Background: an optimization exercise with open tools, aiming at small area. Do not read the settings as production practice.
In this exercise RTL edits were held to simulation tests only and were not proved equivalent to the original.

### flow/design.v
`timescale 1ns / 1ps
module cordic_sin(
    I_rst_n,         
    I_clk,           
    I_phase,         
    O_cos,           
    O_sin           
    );
    input wire I_rst_n;
    input wire I_clk;
    input wire [14 - 1: 0] I_phase;
    output reg [14 - 1: 0] O_cos ;
    output reg [14 - 1: 0] O_sin ;
    wire [14 - 1: 0] S_cos_0 = 14'd4477;
    wire [14 - 1: 0] S_sin_0 = 0;
    reg [14 - 1: 0] R_cos_1 ;
    reg [14 - 1: 0] R_sin_1 ;
    reg [14 - 1: 0] R_phs_1 ;
    reg [14 - 1: 0] R_cos_2 ;
    reg [14 - 1: 0] R_sin_2 ;
    reg [14 - 1: 0] R_phs_2 ;
    reg [14 - 1: 0] R_cos_3 ;
    reg [14 - 1: 0] R_sin_3 ;
    reg [14 - 1: 0] R_phs_3 ;
    reg [14 - 1: 0] R_cos_4 ;
    reg [14 - 1: 0] R_sin_4 ;
    reg [14 - 1: 0] R_phs_4 ;
    reg [14 - 1: 0] R_cos_5 ;
    reg [14 - 1: 0] R_sin_5 ;
    reg [14 - 1: 0] R_phs_5 ;
    reg [14 - 1: 0] R_cos_6 ;
    reg [14 - 1: 0] R_sin_6 ;
    reg [14 - 1: 0] R_phs_6 ;
    reg [14 - 1: 0] R_cos_7 ;
    reg [14 - 1: 0] R_sin_7 ;
    reg [14 - 1: 0] R_phs_7 ;
    reg [14 - 1: 0] R_cos_8 ;
    reg [14 - 1: 0] R_sin_8 ;
    reg [14 - 1: 0] R_phs_8 ;
    reg [14 - 1: 0] R_cos_9 ;
    reg [14 - 1: 0] R_sin_9 ;
    reg [14 - 1: 0] R_phs_9 ;
    reg [14 - 1: 0] R_cos_10 ;
    reg [14 - 1: 0] R_sin_10 ;
    reg [14 - 1: 0] R_phs_10 ;
    reg [14 - 1: 0] R_cos_11 ;
    reg [14 - 1: 0] R_sin_11 ;
    reg [14 - 1: 0] R_phs_11 ;
    reg [14 - 1: 0] R_cos_12 ;
    reg [14 - 1: 0] R_sin_12 ;
    reg [14 - 1: 0] R_phs_12 ;
    always@(posedge I_clk)
    begin
        if (I_rst_n == 1'b0) begin
            R_cos_1 <= 0;
            R_sin_1 <= 0;
            R_phs_1 <= 0;  
        end
        else begin
            if (I_phase[14 - 1] == 1'b0) begin
                R_cos_1 <= S_cos_0;
                R_sin_1 <= S_sin_0 + S_cos_0;
                R_phs_1 <= I_phase - 14'd1024;
            end
            else begin
                R_cos_1 <= S_cos_0;          
                R_sin_1 <= S_sin_0 - S_cos_0;          
                R_phs_1 <= I_phase + 14'd1024;
            end
        end
    end
    always@(posedge I_clk)                           
    begin                                            
        if (I_rst_n == 1'b0) begin                   
            R_cos_2 <= 0;                            
            R_sin_2 <= 0;                            
            R_phs_2 <= 0;                            
        end                                          
        else begin                                   
            if (R_phs_1[14 - 1] == 1'b0) begin
                R_cos_2 <= R_cos_1 - {R_sin_1[14-1],R_sin_1[14 - 1:1]};                
                R_sin_2 <= R_sin_1 + {R_cos_1[14-1],R_cos_1[14 - 1:1]};                   
                R_phs_2 <= R_phs_1 - 14'd605;        
            end                                      
            else begin                               
                R_cos_2 <= R_cos_1 + {R_sin_1[14-1],R_sin_1[14 - 1:1]};             
                R_sin_2 <= R_sin_1 - {R_cos_1[14-1],R_cos_1[14 - 1:1]};                   
                R_phs_2 <= R_phs_1 + 14'd605;        
            end                                      
        end                                          
    end
    always@(posedge I_clk)                                                           
    begin                                                                            
        if (I_rst_n == 1'b0) begin                                                   
            R_cos_3 <= 0;                                                            
            R_sin_3 <= 0;                                                            
            R_phs_3 <= 0;                                                            
        end                                                                          
        else begin                                                                   
            if (R_phs_2[14 - 1] == 1'b0) begin                                
                R_cos_3 <= R_cos_2 - {R_sin_2[14-1],R_sin_2[14-1],R_sin_2[14 - 1:2]};
                R_sin_3 <= R_sin_2 + {R_cos_2[14-1],R_cos_2[14-1],R_cos_2[14 - 1:2]};
                R_phs_3 <= R_phs_2 - 14'd319;                                        
            end                                                                      
            else begin                                                               
                R_cos_3 <= R_cos_2 + {R_sin_2[14-1],R_sin_2[14-1],R_sin_2[14 - 1:2]};
                R_sin_3 <= R_sin_2 - {R_cos_2[14-1],R_cos_2[14-1],R_cos_2[14 - 1:2]};
                R_phs_3 <= R_phs_2 + 14'd319;                                        
            end                                                                      
        end                                                                          
    end
    always@(posedge I_clk)                                                                                
    begin                                                                                                 
        if (I_rst_n == 1'b0) begin                                                                        
            R_cos_4 <= 0;                                                                                 
            R_sin_4 <= 0;                                                                                 
            R_phs_4 <= 0;                                                                                 
        end                                                                                               
        else begin                                                                                        
            if (R_phs_3[14 - 1] == 1'b0) begin                                                     
                R_cos_4 <= R_cos_3 - {R_sin_3[14-1],R_sin_3[14-1],R_sin_3[14-1],R_sin_3[14 - 1:3]};
                R_sin_4 <= R_sin_3 + {R_cos_3[14-1],R_cos_3[14-1],R_cos_3[14-1],R_cos_3[14 - 1:3]};
                R_phs_4 <= R_phs_3 - 14'd162;                                                             
            end                                                                                           
            else begin                                                                                    
                R_cos_4 <= R_cos_3 + {R_sin_3[14-1],R_sin_3[14-1],R_sin_3[14-1],R_sin_3[14 - 1:3]};
                R_sin_4 <= R_sin_3 - {R_cos_3[14-1],R_cos_3[14-1],R_cos_3[14-1],R_cos_3[14 - 1:3]};
                R_phs_4 <= R_phs_3 + 14'd162;                                                             
            end                                                                                           
        end                                                                                               
    end
    always@(posedge I_clk)                                                                                                     
    begin                                                                                                                      
        if (I_rst_n == 1'b0) begin                                                                                             
            R_cos_5 <= 0;                                                                                                      
            R_sin_5 <= 0;                                                                                                      
            R_phs_5 <= 0;                                                                                                      
        end                                                                                                                    
        else begin                                                                                                             
            if (R_phs_4[14 - 1] == 1'b0) begin                                                                          
                R_cos_5 <= R_cos_4 - {R_sin_4[14-1],R_sin_4[14-1],R_sin_4[14-1],R_sin_4[14-1],R_sin_4[14 - 1:4]};
                R_sin_5 <= R_sin_4 + {R_cos_4[14-1],R_cos_4[14-1],R_cos_4[14-1],R_cos_4[14-1],R_cos_4[14 - 1:4]};
                R_phs_5 <= R_phs_4 - 14'd81;                                                                                  
            end                                                                                                                
            else begin                                                                                                         
                R_cos_5 <= R_cos_4 + {R_sin_4[14-1],R_sin_4[14-1],R_sin_4[14-1],R_sin_4[14-1],R_sin_4[14 - 1:4]};
                R_sin_5 <= R_sin_4 - {R_cos_4[14-1],R_cos_4[14-1],R_cos_4[14-1],R_cos_4[14-1],R_cos_4[14 - 1:4]};
                R_phs_5 <= R_phs_4 + 14'd81;                                                                                  
            end                                                                                                                
        end                                                                                                                    
    end
    always@(posedge I_clk)                                                                                                                          
    begin                                                                                                                                           
        if (I_rst_n == 1'b0) begin                                                                                                                  
            R_cos_6 <= 0;                                                                                                                           
            R_sin_6 <= 0;                                                                                                                           
            R_phs_6 <= 0;                                                                                                                           
        end                                                                                                                                         
        else begin                                                                                                                                  
            if (R_phs_5[14 - 1] == 1'b0) begin                                                                                               
                R_cos_6 <= R_cos_5 - {R_sin_5[14-1],R_sin_5[14-1],R_sin_5[14-1],R_sin_5[14-1],R_sin_5[14-1],R_sin_5[14 - 1:5]};
                R_sin_6 <= R_sin_5 + {R_cos_5[14-1],R_cos_5[14-1],R_cos_5[14-1],R_cos_5[14-1],R_cos_5[14-1],R_cos_5[14 - 1:5]};
                R_phs_6 <= R_phs_5 - 14'd41;                                                                                                       
            end                                                                                                                                     
            else begin                                                                                                                              
                R_cos_6 <= R_cos_5 + {R_sin_5[14-1],R_sin_5[14-1],R_sin_5[14-1],R_sin_5[14-1],R_sin_5[14-1],R_sin_5[14 - 1:5]};
                R_sin_6 <= R_sin_5 - {R_cos_5[14-1],R_cos_5[14-1],R_cos_5[14-1],R_cos_5[14-1],R_cos_5[14-1],R_cos_5[14 - 1:5]};
                R_phs_6 <= R_phs_5 + 14'd41;                                                                                                       
            end                                                                                                                                     
        end                                                                                                                                         
    end
    always@(posedge I_clk)                                                                                                                                                
    begin                                                                                                                                                                 
        if (I_rst_n == 1'b0) begin                                                                                                                                        
            R_cos_7 <= 0;                                                                                                                                                 
            R_sin_7 <= 0;                                                                                                                                                 
            R_phs_7 <= 0;                                                                                                                                                 
        end                                                                                                                                                               
        else begin                                                                                                                                                        
            if (R_phs_6[14 - 1] == 1'b0) begin                                                                                                                     
                R_cos_7 <= R_cos_6 - {R_sin_6[14-1],R_sin_6[14-1],R_sin_6[14-1],R_sin_6[14-1],R_sin_6[14-1],R_sin_6[14-1],R_sin_6[14 - 1:6]}; 
                R_sin_7 <= R_sin_6 + {R_cos_6[14-1],R_cos_6[14-1],R_cos_6[14-1],R_cos_6[14-1],R_cos_6[14-1],R_cos_6[14-1],R_cos_6[14 - 1:6]}; 
                R_phs_7 <= R_phs_6 - 14'd20;                                                                                                                             
            end                                                                                                                                                           
            else begin                                                                                                                                                    
                R_cos_7 <= R_cos_6 + {R_sin_6[14-1],R_sin_6[14-1],R_sin_6[14-1],R_sin_6[14-1],R_sin_6[14-1],R_sin_6[14-1],R_sin_6[14 - 1:6]}; 
                R_sin_7 <= R_sin_6 - {R_cos_6[14-1],R_cos_6[14-1],R_cos_6[14-1],R_cos_6[14-1],R_cos_6[14-1],R_cos_6[14-1],R_cos_6[14 - 1:6]}; 
                R_phs_7 <= R_phs_6 + 14'd20;                                                                                                                             
            end                                                                                                                                                           
        end                                                                                                                                                               
    end                                                                                                                                                                   
    always@(posedge I_clk)                                                                                                                                                                    
    begin                                                                                                                                                                                     
        if (I_rst_n == 1'b0) begin                                                                                                                                                            
            R_cos_8 <= 0;                                                                                                                                                                     
            R_sin_8 <= 0;                                                                                                                                                                     
            R_phs_8 <= 0;                                                                                                                                                                     
        end                                                                                                                                                                                   
        else begin                                                                                                                                                                            
            if (R_phs_7[14 - 1] == 1'b0) begin                                                                                                                                         
                R_cos_8 <= R_cos_7 - {R_sin_7[14-1],R_sin_7[14-1],R_sin_7[14-1],R_sin_7[14-1],R_sin_7[14-1],R_sin_7[14-1],R_sin_7[14-1],R_sin_7[14 - 1:7]};
                R_sin_8 <= R_sin_7 + {R_cos_7[14-1],R_cos_7[14-1],R_cos_7[14-1],R_cos_7[14-1],R_cos_7[14-1],R_cos_7[14-1],R_cos_7[14-1],R_cos_7[14 - 1:7]};
                R_phs_8 <= R_phs_7 - 14'd10;                                                                                                                                                 
            end                                                                                                                                                                               
            else begin                                                                                                                                                                        
                R_cos_8 <= R_cos_7 + {R_sin_7[14-1],R_sin_7[14-1],R_sin_7[14-1],R_sin_7[14-1],R_sin_7[14-1],R_sin_7[14-1],R_sin_7[14-1],R_sin_7[14 - 1:7]};
                R_sin_8 <= R_sin_7 - {R_cos_7[14-1],R_cos_7[14-1],R_cos_7[14-1],R_cos_7[14-1],R_cos_7[14-1],R_cos_7[14-1],R_cos_7[14-1],R_cos_7[14 - 1:7]};
                R_phs_8 <= R_phs_7 + 14'd10;                                                                                                                                                 
            end                                                                                                                                                                               
        end                                                                                                                                                                                   
    end 
    always@(posedge I_clk)                                                                                                                                                                                                     
    begin                                                                                                                                                                                                                      
        if (I_rst_n == 1'b0) begin                                                                                                                                                                                             
            R_cos_9 <= 0;                                                                                                                                                                                                      
            R_sin_9 <= 0;                                                                                                                                                                                                      
            R_phs_9 <= 0;                                                                                                                                                                                                      
        end                                                                                                                                                                                                                    
        else begin                                                                                                                                                                                                             
            if (R_phs_8[14 - 1] == 1'b0) begin                                                                                                                                                                          
                R_cos_9 <= R_cos_8 - {R_sin_8[14-1],R_sin_8[14-1],R_sin_8[14-1],R_sin_8[14-1],R_sin_8[14-1],R_sin_8[14-1],R_sin_8[14-1],R_sin_8[14-1],R_sin_8[14 - 1:8]};            
                R_sin_9 <= R_sin_8 + {R_cos_8[14-1],R_cos_8[14-1],R_cos_8[14-1],R_cos_8[14-1],R_cos_8[14-1],R_cos_8[14-1],R_cos_8[14-1],R_cos_8[14-1],R_cos_8[14 - 1:8]};            
                R_phs_9 <= R_phs_8 - 14'd5;                                                                                                                                                                                  
            end                                                                                                                                                                                                                
            else begin                                                                                                                                                                                                         
                R_cos_9 <= R_cos_8 + {R_sin_8[14-1],R_sin_8[14-1],R_sin_8[14-1],R_sin_8[14-1],R_sin_8[14-1],R_sin_8[14-1],R_sin_8[14-1],R_sin_8[14-1],R_sin_8[14 - 1:8]};             
                R_sin_9 <= R_sin_8 - {R_cos_8[14-1],R_cos_8[14-1],R_cos_8[14-1],R_cos_8[14-1],R_cos_8[14-1],R_cos_8[14-1],R_cos_8[14-1],R_cos_8[14-1],R_cos_8[14 - 1:8]};             
                R_phs_9 <= R_phs_8 + 14'd5;                                                                                                                                                                                  
            end                                                                                                                                                                                                                
        end                                                                                                                                                                                                                    
    end
    always@(posedge I_clk)                                                                                                                                                                                                                       
    begin                                                                                                                                                                                                                                        
        if (I_rst_n == 1'b0) begin                                                                                                                                                                                                               
            R_cos_10 <= 0;                                                                                                                                                                                                                        
            R_sin_10 <= 0;                                                                                                                                                                                                                        
            R_phs_10 <= 0;                                                                                                                                                                                                                        
        end                                                                                                                                                                                                                                      
        else begin                                                                                                                                                                                                                               
            if (R_phs_9[14 - 1] == 1'b0) begin                                                                                                                                                                                            
                R_cos_10 <= R_cos_9 - {R_sin_9[14-1],R_sin_9[14-1],R_sin_9[14-1],R_sin_9[14-1],R_sin_9[14-1],R_sin_9[14-1],R_sin_9[14-1],R_sin_9[14-1],R_sin_9[14-1],R_sin_9[14 - 1:9]};         
                R_sin_10 <= R_sin_9 + {R_cos_9[14-1],R_cos_9[14-1],R_cos_9[14-1],R_cos_9[14-1],R_cos_9[14-1],R_cos_9[14-1],R_cos_9[14-1],R_cos_9[14-1],R_cos_9[14-1],R_cos_9[14 - 1:9]};         
                R_phs_10 <= R_phs_9 - 14'd3;                                                                                                                                                                                                    
            end                                                                                                                                                                                                                                  
            else begin                                                                                                                                                                                                                           
                R_cos_10 <= R_cos_9 + {R_sin_9[14-1],R_sin_9[14-1],R_sin_9[14-1],R_sin_9[14-1],R_sin_9[14-1],R_sin_9[14-1],R_sin_9[14-1],R_sin_9[14-1],R_sin_9[14-1],R_sin_9[14 - 1:9]};          
                R_sin_10 <= R_sin_9 - {R_cos_9[14-1],R_cos_9[14-1],R_cos_9[14-1],R_cos_9[14-1],R_cos_9[14-1],R_cos_9[14-1],R_cos_9[14-1],R_cos_9[14-1],R_cos_9[14-1],R_cos_9[14 - 1:9]};          
                R_phs_10 <= R_phs_9 + 14'd3;                                                                                                                                                                                                    
            end                                                                                                                                                                                                                                  
        end                                                                                                                                                                                                                                      
    end                                                                                                                                                                                                                                                        
    always@(posedge I_clk)                                                                                                                                                                                                                                     
    begin                                                                                                                                                                                                                                                      
        if (I_rst_n == 1'b0) begin                                                                                                                                                                                                                             
            R_cos_11 <= 0;                                                                                                                                                                                                                                     
            R_sin_11 <= 0;                                                                                                                                                                                                                                     
            R_phs_11 <= 0;                                                                                                                                                                                                                                     
        end                                                                                                                                                                                                                                                    
        else begin                                                                                                                                                                                                                                             
            if (R_phs_10[14 - 1] == 1'b0) begin                                                                                                                                                                                                          
                R_cos_11 <= R_cos_10 - {R_sin_10[14-1],R_sin_10[14-1],R_sin_10[14-1],R_sin_10[14-1],R_sin_10[14-1],R_sin_10[14-1],R_sin_10[14-1],R_sin_10[14-1],R_sin_10[14-1],R_sin_10[14-1],R_sin_10[14 - 1:10]}; 
                R_sin_11 <= R_sin_10 + {R_cos_10[14-1],R_cos_10[14-1],R_cos_10[14-1],R_cos_10[14-1],R_cos_10[14-1],R_cos_10[14-1],R_cos_10[14-1],R_cos_10[14-1],R_cos_10[14-1],R_cos_10[14-1],R_cos_10[14 - 1:10]}; 
                R_phs_11 <= R_phs_10 - 14'd1;                                                                                                                                                                                                                
            end                                                                                                                                                                                                                                                
            else begin                                                                                                                                                                                                                                         
                R_cos_11 <= R_cos_10 + {R_sin_10[14-1],R_sin_10[14-1],R_sin_10[14-1],R_sin_10[14-1],R_sin_10[14-1],R_sin_10[14-1],R_sin_10[14-1],R_sin_10[14-1],R_sin_10[14-1],R_sin_10[14-1],R_sin_10[14 - 1:10]};
                R_sin_11 <= R_sin_10 - {R_cos_10[14-1],R_cos_10[14-1],R_cos_10[14-1],R_cos_10[14-1],R_cos_10[14-1],R_cos_10[14-1],R_cos_10[14-1],R_cos_10[14-1],R_cos_10[14-1],R_cos_10[14-1],R_cos_10[14 - 1:10]};
                R_phs_11 <= R_phs_10 + 14'd1;                                                                                                                                                                                                                
            end                                                                                                                                                                                                                                                
        end                                                                                                                                                                                                                                                    
    end                                                                                                                                                                                                                                                                                                                                                          
    always@(posedge I_clk)                                                                                                                                                                                                                                     
    begin                                                                                                                                                                                                                                                      
        if (I_rst_n == 1'b0) begin                                                                                                                                                                                                                             
            R_cos_12 <= 0;                                                                                                                                                                                                                                     
            R_sin_12 <= 0;                                                                                                                                                                                                                                     
            R_phs_12 <= 0;                                                                                                                                                                                                                                     
        end                                                                                                                                                                                                                                                    
        else begin                                                                                                                                                                                                                                             
            if (R_phs_11[14 - 1] == 1'b0) begin                                                                                                                                                                                                          
                R_cos_12 <= R_cos_11 - {R_sin_11[14-1],R_sin_11[14-1],R_sin_11[14-1],R_sin_11[14-1],R_sin_11[14-1],R_sin_11[14-1],R_sin_11[14-1],R_sin_11[14-1],R_sin_11[14-1],R_sin_11[14-1],R_sin_11[14-1],R_sin_11[14 - 1:11]}; 
                R_sin_12 <= R_sin_11 + {R_cos_11[14-1],R_cos_11[14-1],R_cos_11[14-1],R_cos_11[14-1],R_cos_11[14-1],R_cos_11[14-1],R_cos_11[14-1],R_cos_11[14-1],R_cos_11[14-1],R_cos_11[14-1],R_cos_11[14-1],R_cos_11[14 - 1:11]}; 
                R_phs_12 <= R_phs_11 - 14'd1;                                                                                                                                                                                                                
            end                                                                                                                                                                                                                                                
            else begin                                                                                                                                                                                                                                         
                R_cos_12 <= R_cos_11 + {R_sin_11[14-1],R_sin_11[14-1],R_sin_11[14-1],R_sin_11[14-1],R_sin_11[14-1],R_sin_11[14-1],R_sin_11[14-1],R_sin_11[14-1],R_sin_11[14-1],R_sin_11[14-1],R_sin_11[14-1],R_sin_11[14 - 1:11]};
                R_sin_12 <= R_sin_11 - {R_cos_11[14-1],R_cos_11[14-1],R_cos_11[14-1],R_cos_11[14-1],R_cos_11[14-1],R_cos_11[14-1],R_cos_11[14-1],R_cos_11[14-1],R_cos_11[14-1],R_cos_11[14-1],R_cos_11[14-1],R_cos_11[14 - 1:11]};
                R_phs_12 <= R_phs_11 + 14'd1;                                                                                                                                                                                                                
            end                                                                                                                                                                                                                                                
        end                                                                                                                                                                                                                                                    
    end
    always@(posedge I_clk)                                                                                                                                                                                                                                     
    begin                                                                                                                                                                                                                                                      
        if (I_rst_n == 1'b0) begin                                                                                                                                                                                                                             
            O_cos <= 0;                                                                                                                                                                                                                                     
            O_sin <= 0;                                                                                                                                                                                                                                                                                                                                                                                                                                                                         
        end                                                                                                                                                                                                                                                    
        else begin                                                                                                                                                                                                                                             
            if (R_phs_12[14 - 1] == 1'b0) begin                                                                                                                                                                                                          
                O_cos <= R_cos_12 - {R_sin_12[14-1],R_sin_12[14-1],R_sin_12[14-1],R_sin_12[14-1],R_sin_12[14-1],R_sin_12[14-1],R_sin_12[14-1],R_sin_12[14-1],R_sin_12[14-1],R_sin_12[14-1],R_sin_12[14-1],R_sin_12[14-1],R_sin_12[14 - 1:12]}; 
                O_sin <= R_sin_12 + {R_cos_12[14-1],R_cos_12[14-1],R_cos_12[14-1],R_cos_12[14-1],R_cos_12[14-1],R_cos_12[14-1],R_cos_12[14-1],R_cos_12[14-1],R_cos_12[14-1],R_cos_12[14-1],R_cos_12[14-1],R_cos_12[14-1],R_cos_12[14 - 1:12]};                                                                                                                                                                                                             
            end                                                                                                                                                                                                                                                
            else begin                                                                                                                                                                                                                                         
                O_cos <= R_cos_12 + {R_sin_12[14-1],R_sin_12[14-1],R_sin_12[14-1],R_sin_12[14-1],R_sin_12[14-1],R_sin_12[14-1],R_sin_12[14-1],R_sin_12[14-1],R_sin_12[14-1],R_sin_12[14-1],R_sin_12[14-1],R_sin_12[14-1],R_sin_12[14 - 1:12]};
                O_sin <= R_sin_12 - {R_cos_12[14-1],R_cos_12[14-1],R_cos_12[14-1],R_cos_12[14-1],R_cos_12[14-1],R_cos_12[14-1],R_cos_12[14-1],R_cos_12[14-1],R_cos_12[14-1],R_cos_12[14-1],R_cos_12[14-1],R_cos_12[14-1],R_cos_12[14 - 1:12]};                                                                                                                                                                                                          
            end                                                                                                                                                                                                                                                
        end                                                                                                                                                                                                                                                    
    end
endmodule
`timescale 1ns / 1ps
module cordic_native(
    I_rst_n,                 
    I_clk,                   
    I_init_phase,            
    I_change_phase,           
    I_inc_phase,             
    O_cos,                   
    O_sin                    
    );
    input wire I_rst_n;
    input wire I_clk;
    input wire [14 - 1: 0] I_init_phase;
    input wire I_change_phase;
    input wire [14 - 1: 0] I_inc_phase;
    output reg [14 - 1: 0] O_cos;
    output reg [14 - 1: 0] O_sin;
    reg [14 - 1: 0] R_current_phase ;
    wire [14 - 1: 0] S_cos;
    wire [14 - 1: 0] S_sin;
    parameter DIR_FWD = 1'b0;
    parameter DIR_BAK = 1'b1;
    reg R_phase_dir ;
    reg R_cos_dir ;
    parameter MAX_PHASE = 14'd2047;
    parameter MIN_PHASE = -14'd2048;
    wire S_reach_top;  
    assign S_reach_top = (R_current_phase[14 - 1]==0)&&(R_current_phase + I_inc_phase > MAX_PHASE);
    wire S_reach_bottom;  
    assign S_reach_bottom = (R_current_phase[14 - 1]==1)&&(R_current_phase - I_inc_phase < MIN_PHASE);
    always@(posedge I_clk)
    begin
        if (I_rst_n == 0) R_phase_dir <= DIR_FWD;
        else begin
            if (R_phase_dir == DIR_FWD)
                if (S_reach_top) R_phase_dir <= DIR_BAK;
                else R_phase_dir <= DIR_FWD;
            else  
            begin
                if (S_reach_bottom) R_phase_dir <= DIR_FWD;
                else R_phase_dir <= DIR_BAK;
            end
        end
    end
    always @(posedge I_clk)
    begin
        if (I_rst_n == 0) R_current_phase <= I_init_phase;
        else if (I_change_phase == 1'b1) R_current_phase <= I_init_phase;
        else 
            case(R_phase_dir)
            DIR_FWD: if (S_reach_top) R_current_phase <= MAX_PHASE - (R_current_phase + I_inc_phase - MAX_PHASE);
                     else R_current_phase <= R_current_phase + I_inc_phase;
            DIR_BAK: if (S_reach_bottom) R_current_phase <= MIN_PHASE + (R_current_phase - I_inc_phase - MIN_PHASE);
                     else R_current_phase <= R_current_phase - I_inc_phase;
            endcase
    end 
    cordic_sin cordic_sin_inst(
       .I_rst_n(I_rst_n),         
       .I_clk(I_clk),           
       .I_phase(R_current_phase),         
       .O_cos(S_cos),           
       .O_sin(S_sin)           
       );
   reg [13-1:0] R_dir_delay ;
   always @(posedge I_clk)
   begin
       R_dir_delay[0] <= R_phase_dir;
       R_dir_delay[1] <= R_dir_delay[0];
       R_dir_delay[2] <= R_dir_delay[1];
       R_dir_delay[3] <= R_dir_delay[2];
       R_dir_delay[4] <= R_dir_delay[3];
       R_dir_delay[5] <= R_dir_delay[4];
       R_dir_delay[6] <= R_dir_delay[5];
       R_dir_delay[7] <= R_dir_delay[6];
       R_dir_delay[8] <= R_dir_delay[7];
       R_dir_delay[9] <= R_dir_delay[8];
       R_dir_delay[10] <= R_dir_delay[9];
       R_dir_delay[11] <= R_dir_delay[10];
       R_dir_delay[12] <= R_dir_delay[11];
       R_cos_dir <= R_dir_delay[12];
   end
   always @(posedge I_clk)
   begin
       O_sin <= S_sin;
       if (R_cos_dir == DIR_FWD) O_cos <= S_cos;
       else O_cos <= -S_cos;
   end
endmodule
### flow/run.sh
#!/bin/bash
# synth_recipe.tcl (not shown) runs the flow's synth.tcl, then flattens the netlist and writes it again
# the make line also repeats each setting of config.mk as NAME=value (left out here)
make -C /OpenROAD-flow-scripts/flow DESIGN_CONFIG=/design/flow/config.mk WORK_HOME=/design/flow/orfs CLKGATE_MAP_FILE= SYNTH_SCRIPT=/design/flow/synth_recipe.tcl finish
### flow/config.mk
export PLATFORM = sky130hd
export DESIGN_NAME = cordic_native
export DESIGN_NICKNAME = cordic_native
export VERILOG_FILES = /design/flow/design.v
export SDC_FILE = /design/flow/constraint.sdc
export NUM_CORES = 4
export LEC_CHECK = 0
export CAP_MARGIN = 20
export CORE_MARGIN = 2
export CORE_UTILIZATION = 40
export SLEW_MARGIN = 20
### flow/constraint.sdc
create_clock -name core_clock -period 5.0 [get_ports {I_clk}]
set_input_delay 1.0000 -clock core_clock [delete_from_list [all_inputs] [get_ports {I_clk}]]
set_output_delay 1.0000 -clock core_clock [all_outputs]
set_load 0.01 [all_outputs]
==> results.py <==
metrics = {
    "drt": {
        "dr.pass1.iters": 6,
        "viasPerCell": 5.090,
        "finalWirelength_um": 77220,
        "ant_nets": 0,
        "via_count": 27940,
        "first_iter_violations": 1145,
        "post-route-drc-count": 0,
        "wl_per_cell_um": 14.07,
    },
    "synthesis": {
        "ys_types": 73,
        "ys_async_sr_fraction_pct": 0,
        "synthDominantCellAreaShare_pct": 30.56,
        "ys.flop_type": "dfxtp_1",
        "ys_warn_count": 2,
        "synthTopCellsByArea": "dfxtp_1 31%, ha_1 17%, xnor2_1 7.3%",
        "synth-edff-count": 0,
        "ys_ff_latch": 551,
        "syn-num-nets": 4792,
        "synthCells": 4224,
        "synth_area_per_cell_um2": 8.545,
        "yosys.area.top_type": "dfxtp_1",
        "yosysSeqAreaShare_pct": 30.56,
        "syn-cell-area_um2": 36090,
    },
    "cells_and_area": {
        "stdcell_area_um2": 40210,
        "fin_nets": 4827,
        "final_util_pct": 44.81,
        "diodes": 0,
        "drive_above_1_share_pct": 4.267,
        "area_delta_synth_final_pct": 11.40,
    },
    "placement": {
        "portBuffers": 58,
        "placed_area_um2": 37860,
        "gp_congestion": 0.8592,
        "dp_hpwl_um": 59450,
    },
    "global_routing": {
        "grt_max_degree": 175,
        "grt_pass1_vias": 27010,
        "grt_overflow": 0,
        "track_usage_pct": 16.49,
        "antenna_found_initial": 1,
        "grt_pass1_wl_um": 129500,
    },
    "timing": {
        "finalSetupViolations": 0,
        "final_max_slew_viol_count": 0,
        "setup_tns_ns": 0,
        "hold_viol": 0,
        "worst_clock_skew_ns": 0.02495,
        "min_period_ns": 4.026,
        "rsz0062_at_grt": "false",
        "worst_pin_slew_ns": 0.9050,
        "timing.slew.headroom_pct": 39.58,
        "fmax_mhz": 248.4,
        "finalCritPeriodShare_pct": 80.53,
    },
    "clocking": {
        "insertion_delay_ns": 0.61,
        "clock_path_buffers": 3,
        "post_cts_resized": 0,
        "cts_tree": "yes",
        "htreeDepth": 3,
        "numClockSinks": 551,
        "cts-root-buf": "clkbuf_16",
        "cts_hold_buf": 0,
        "path_clk_slew_ns": 0.06,
        "cts_buffers": 66,
        "postCtsSetupBuffers": 0,
    },
    "critical_path": {
        "path_class": "in2reg",
        "r2r-end": "cordic_sin_inst.R_phs_11[13]$_SDFF_PN0_",
        "rrSetupSlack_ns": 1.36,
        "cp_slowest_stage_delay_ns": 0.56,
        "critPathRequiredTime_ns": 5.53,
        "cp-start-kind": "input pin",
        "cp.arrival_ns": 4.55,
        "r2r-start": "cordic_sin_inst.R_phs_10[13]$_SDFF_PN0_",
        "crit_chain": "clkdlybuf4s50_1 > inv_1 > fa_1 > o21ba_2 > o211a_1 > o21ai_0 > a21oi_1 > or3_4 > a31oi_2 > mux2_1 > mux2_2 > o21ai_1",
        "critPathSlowestCell": "clkdlybuf4s50_1",
        "cp-end-kind": "flop",
        "r2r_cells": 11,
        "path_max_fanout": 7,
    },
    "outcome": {
        "status": "finished clean",
    },
    "hold_path": {
        "hp-start": "cordic_sin_inst.O_sin[13]$_SDFF_PN0_",
        "whs_endpoint": "O_sin[13]$_DFF_P_",
        "hp-class": "reg2reg",
        "min_path_cells": 0,
    },
    "floorplan": {
        "dieArea_um2": 92660,
        "ios": 59,
        "start_util_pct": 40.22,
        "die_x_um": 304.4,
        "core-area_um2": 89740,
        "rows": 110,
        "fp.dieH_um": 304.4,
    },
    "run": {
        "maxCapViolCount": 0,
    },
}
## Yosys cell counts (8+ instances only)
cell and instances:
nor2_1 592, dfxtp_1 551, ha_1 498, a21oi_1 350, xnor2_1 301, inv_1 275, o21ai_0 203, nor3_1 173
xor2_1 161, o21bai_1 123, nand2_1 119, clkbuf_1 86, a21o_1 75, nand3_1 73, and2_1 71, a211oi_1 52
or3_1 51, nor3b_1 42, fa_1 39, nor2b_1 39, mux2i_1 35, nand2b_1 30, o21a_1 26, o31ai_1 24
mux2_2 21, and3_1 18, a31oi_1 17, or2_2 16, a21boi_0 14, buf_1 13, a211o_1 11, nor4_1 11
o41ai_1 11, o22ai_1 9, o211ai_1 8
## worst max-delay path, delay by kind of cell
family	cells	cell delay (ns)
fa+ha+maj	1	0.52
buf+inv	2	0.67
mux	2	0.62
compound gates	6	1.35
simple gates	1	0.37
## how the worst max path moves through the flow
stage,startpoint,end,slack [ns],cells past startpoint
final,I_inc_phase[1],R_current_phase[1]$_DFF_P_,0.97,12
after global routing,I_inc_phase[1],R_current_phase[1]$_DFF_P_,0.87,12
after CTS,I_inc_phase[1],R_current_phase[1]$_DFF_P_,1.07,12
after detailed placement,I_inc_phase[1],R_current_phase[1]$_DFF_P_,0.44,12
after global placement,I_inc_phase[0],R_current_phase[1]$_DFF_P_,0.47,13
after floorplan,I_inc_phase[0],R_current_phase[1]$_DFF_P_,1.47,12
## cells by family after synthesis
kind of cell	synth area share (%)
flops	30.56
simple gates	16.24
mux	1.657
fa+ha+maj	19.43
xor+xnor	11.27
compound gates	16.86
buf+inv	3.976
## final cells by class
type,instances,area (um^2)
fill,8887,49530
multi-input combinational,3293,23630
sequential,551,11030
clock buffer,87,1862
tap,1176,1471
inverter,276,1044
timing repair buffer,71,688.2
clock inverter,34,486.7
## cell usage in the layout (no fill, tap or decap), types with 14 or more instances in the layout
cell,count
a211oi_1,52
a21boi_0,14
a21o_1,75
a21oi_1,350
a31oi_1,17
and2_1,71
and3_1,18
clkbuf_16,67
clkdlybuf4s50_1,57
dfxtp_1,551
fa_1,39
ha_1,498
inv_1,275
mux2_2,21
mux2i_1,35
nand2_1,119
nand2b_1,30
nand3_1,73
nor2_1,592
nor2b_1,39
nor3_1,173
nor3b_1,42
o21a_1,26
o21ai_0,203
o21bai_1,123
o31ai_1,24
or2_2,16
or3_1,51
xnor2_1,301
xor2_1,161
## through the flow
stage	hold slack [ns]	instances	setup WS (ns)
5_1_grt	0.3292	5488	0.8707
3_5_place_dp	0.3121	5367	0.4374
3_3_place_gp	0.3101	5367	0.4659
2_1_floorplan	0.3096	4224	1.473
4_1_cts	0.3251	5488	1.071
6_report	0.3247	5488	0.9735
## metal layers
layer,GRT usage (%),routed length (um),vias up
li1,-,-,14750
met2,29.38,37080,245
met1,21.01,36980,12850
met4,4.076,1352,0
met3,2.047,1803,89
met5,0,0,-

==> afterwards: timing with drivers on the ports <==
How much do the figures lean on ideal ports? The routed layout below was timed once more, with nothing changed but the port constraints. Step 1 sets driving cells, clkbuf_16 on the clock port and buf_2 on the other inputs (assumed; they add their load-dependent delay and slew). Step 2 moves the port delays by t, midway between the first and last clock arrival at a register: inputs arrive t later, outputs are due t later. That takes back most of the time a late clock gives input paths. Slacks: ideal ports / drivers / drivers and shift; pairs: ideal ports / drivers.
t, ns: 0.665
setup WS [ns]: 0.974 / 1.014 / 0.349
worst setup path after step 2: input to register
latest minus earliest clock arrival (ns): 0.026 / 0.026
worst slew at a driven data input, ns: 0.05
After both steps setup and hold are still met in this run. For this run, drivers alone change the setup slack by +0.040 ns; drivers and shift together by -0.625 ns.
